Background: an optimization exercise with open tools, aiming at small area, a short achievable clock period and few clock cycles. Do not read the settings as production practice.
Where RTL was checked, it was by simulation tests only, not by an equivalence proof against the original.

red:
// cpu_pipeline
module cpu_pipeline(
    input wire clk,
    input wire rst_n,
    output wire ibus_req,
    output wire [(32-1):0] ibus_addr,
    input wire [(32-1):0] ibus_rdata,
    input wire ibus_ready,
    output wire dbus_req,
    output wire dbus_we,
    output wire [(32-1):0] dbus_addr,
    output wire [(32-1):0] dbus_wdata,
    output wire [1:0] dbus_size,
    input wire [(32-1):0] dbus_rdata,
    input wire dbus_ready
);
For scale: about 0.055 sq mm of cells after synthesis.
==> flow/config.mk <==
export PLATFORM = sky130hd
export DESIGN_NAME = cpu_pipeline
export DESIGN_NICKNAME = cpu_pipeline
export VERILOG_FILES = /design/flow/design.v
export SDC_FILE = /design/flow/constraint.sdc
export NUM_CORES = 8
export LEC_CHECK = 0
export CAP_MARGIN = 30
export CORE_MARGIN = 2
export CORE_UTILIZATION = 40
export SETUP_SLACK_MARGIN = 3.0
export SLEW_MARGIN = 20
export SYNTH_HIERARCHICAL = 1
export SYNTH_MINIMUM_KEEP_SIZE = 0
==> flow/constraint.sdc <==
create_clock -name core_clock -period 8.0 [get_ports {clk}]
set_input_delay 1.6000 -clock core_clock [delete_from_list [all_inputs] [get_ports {clk}]]
set_output_delay 1.6000 -clock core_clock [all_outputs]
set_load 0.01 [all_outputs]
standard.sh (not shown) runs the stock make flow with config.mk's settings and CLKGATE_MAP_FILE= SYNTH_SCRIPT=/design/flow/synth_recipe.tcl, a recipe that flattens the netlist after the stock synthesis.
==> flow/flow/run.sh <==
#!/bin/bash
# Layout flow: the standard flow (standard.sh), with every input and
# output port buffered by buf_4 cells instead of the buffer cell that
# buffer_ports picks by default. Its full output goes to standard.log.
set -e
export BUFFER_PORTS_ARGS="-buffer_cell sky130_fd_sc_hd__buf_4"
bash standard.sh > standard.log 2>&1
Testbench counts of red, summed over its fixed seeds: cycles 77,558.
#### Input delta (blue over red)
--- a/flow/design.v
+++ b/flow/design.v
@@ -720,68 +720,73 @@
     wire e60 = e64 & e30;
     assign eq_all = eq[7] & e60;
     assign lt_u = lt[7] | (eq[7] & l60);
     assign lt_s = lt7s | (eq[7] & l60);
 endmodule
 module rf_aoi222(input wire a1, a2, b1, b2, c1, c2, output wire y);
     assign y = ~((a1 & a2) | (b1 & b2) | (c1 & c2));
 endmodule
 module rf_nand2(input wire a, b, output wire y);
     assign y = ~(a & b);
 endmodule
-module rf_or11n(input wire [10:0] a, output wire y);
+module rf_or12n(input wire [11:0] a, output wire y);
     assign y = ~&a;
 endmodule
 module rf_wmux(input wire s, sn, a, b, output wire y);
     assign y = (s & a) | (sn & b);
 endmodule
-module rf_read(input wire [31:1] sel, input wire [32*31-1:0] q, output wire [31:0] y);
+module rf_read(input wire [31:1] sel, input wire [32*31-1:0] q,
+               input wire byp, input wire [31:0] wd, output wire [31:0] y);
     genvar b, g;
     generate for (b = 0; b < 32; b = b + 1) begin : bit_
-        wire [10:0] t;
+        wire [11:0] t;
         for (g = 0; g < 10; g = g + 1) begin : grp
             rf_aoi222 u(.a1(sel[3*g+1]), .a2(q[32*(3*g+0) + b]),
                         .b1(sel[3*g+2]), .b2(q[32*(3*g+1) + b]),
                         .c1(sel[3*g+3]), .c2(q[32*(3*g+2) + b]),
                         .y(t[g]));
         end
         rf_nand2 u31(.a(sel[31]), .b(q[32*30 + b]), .y(t[10]));
-        rf_or11n o(.a(t), .y(y[b]));
+        rf_nand2 ub(.a(byp), .b(wd[b]), .y(t[11]));
+        rf_or12n o(.a(t), .y(y[b]));
     end endgenerate
 endmodule
 module registers(
     input wire clk,
     input wire [4:0] rs1_addr,
     input wire [4:0] rs2_addr,
     input wire [4:0] rd_addr,
     input wire [(32-1):0] rd_data,
     input wire rd_en,
+    input wire byp_en,       
     output wire [(32-1):0] rs1_out,
     output wire [(32-1):0] rs2_out
 );
     reg [32*31-1:0] q;      
     wire [32*31-1:0] d;
     wire [31:1] sel1, sel2, we;
+    wire byp1 = byp_en & (rd_addr == rs1_addr);
+    wire byp2 = byp_en & (rd_addr == rs2_addr);
     genvar i, b;
     generate for (i = 1; i < 32; i = i + 1) begin : reg_
-        assign sel1[i] = (rs1_addr == i);
-        assign sel2[i] = (rs2_addr == i);
+        assign sel1[i] = (rs1_addr == i) & ~byp1;
+        assign sel2[i] = (rs2_addr == i) & ~byp2;
         assign we[i] = rd_en & (rd_addr == i);
         for (b = 0; b < 32; b = b + 1) begin : bit_
             rf_wmux m(.s(we[i]), .sn(~we[i]), .a(rd_data[b]), .b(q[32*(i-1) + b]), .y(d[32*(i-1) + b]));
         end
     end endgenerate
     always @(posedge clk)
         q <= d;
-    rf_read p1(.sel(sel1), .q(q), .y(rs1_out));
-    rf_read p2(.sel(sel2), .q(q), .y(rs2_out));
+    rf_read p1(.sel(sel1), .q(q), .byp(byp1), .wd(rd_data), .y(rs1_out));
+    rf_read p2(.sel(sel2), .q(q), .byp(byp2), .wd(rd_data), .y(rs2_out));
 endmodule
 module inst_fetch #(parameter W = 8) (
     input wire jump,           
     input wire c_beq, c_bne, c_blt, c_bge, c_bltu, c_bgeu,   
     input wire eq, lt_s, lt_u,
     input wire [W-1:0] target,
     input wire [W-1:0] seq,
     output wire [W-1:0] pc
 );
     wire taken = jump |
                  (eq ? c_beq : c_bne) |
@@ -859,29 +864,28 @@
     wire [4:0] rs1 = inst[19:15];
     wire [4:0] rs2 = inst[24:20];
     wire [31:0] rf_rs1, rf_rs2;
     wire wb_en = ex_valid & ex_wr;
     registers registers(
         .clk(clk),
         .rs1_addr(rs1),
         .rs2_addr(rs2),
         .rd_addr(ex_rd),
         .rd_data(wb_data),
         .rd_en(wb_en & ~replay),
+        .byp_en(wb_en),
         .rs1_out(rf_rs1),
         .rs2_out(rf_rs2)
     );
-    wire fwd1 = wb_en & (ex_rd == rs1);
-    wire fwd2 = wb_en & (ex_rd == rs2);
-    wire [31:0] rs1v = fwd1 ? wb_data : rf_rs1;
-    wire [31:0] rs2v = fwd2 ? wb_data : rf_rs2;
+    wire [31:0] rs1v = rf_rs1;
+    wire [31:0] rs2v = rf_rs2;
     wire [7:0] d_clt, d_ceq;
     wire d_clt7s;
     br_pre br_pre(.a(rs1v), .b(rs2v), .lt(d_clt), .eq(d_ceq), .lt7s(d_clt7s));
     always @(posedge clk or negedge rst_n) begin
         if (!rst_n)
             ex_valid <= 1'b0;
         else
             ex_valid <= accept;
     end
     always @(posedge clk) begin
         ex_rs1 <= rs1v;
==> comparison <==
In summary, blue completed successfully, with a layout that passed the timing, DRC and antenna checks.
Final period utilization delta for blue relative to red: 1.5 points higher
blue against red: routed metal-1 wirelength down about 0.47%, sequential share of layout area down 0.23 points, number of well taps down 0.72%, worst slew slack as a fraction of its limit up 3.2 points.
On overall routing resource usage, the lower figure sits with red, not blue.
Shortest period the worst path allows for blue is higher than for red.
Relative to red, the die area measured on blue has decreased slightly.
Final-layout clock buffer total: higher on red
For blue, only the layout was checked, not whether the RTL still works.

[port drivers added, routing unchanged]
The flow's constraints put no driver on any port. The routed layouts listed below were extracted and timed again, unchanged, in two steps. Step 1 (the two cells are an assumption about what drives the block):
set clk [get_ports {clk}]
set_driving_cell -lib_cell sky130_fd_sc_hd__clkbuf_16 $clk
set_driving_cell -lib_cell sky130_fd_sc_hd__buf_2 [delete_from_list [all_inputs] $clk]
Step 2 also shifts input and output timing later by t, the mid clock arrival at the registers, as if the neighbouring blocks saw the same clock. a / b / c = ideal ports / drivers / drivers and shift; a / b = the first two.
run	t, ns	setup WS [ns]	hold WS [ns]	latest minus earliest clock arrival (ns)
red	0.862	2.928 / 2.873 / 2.011	0.496 / 0.496 / 0.496	0.042 / 0.042
blue	0.850	2.809 / 2.748 / 1.971	0.497 / 0.497 / 0.497	0.103 / 0.103
After both steps setup and hold are still met in every run listed. The setup slack of red, which loses most, moves by -0.055 ns with the drivers and by -0.917 ns with both steps.
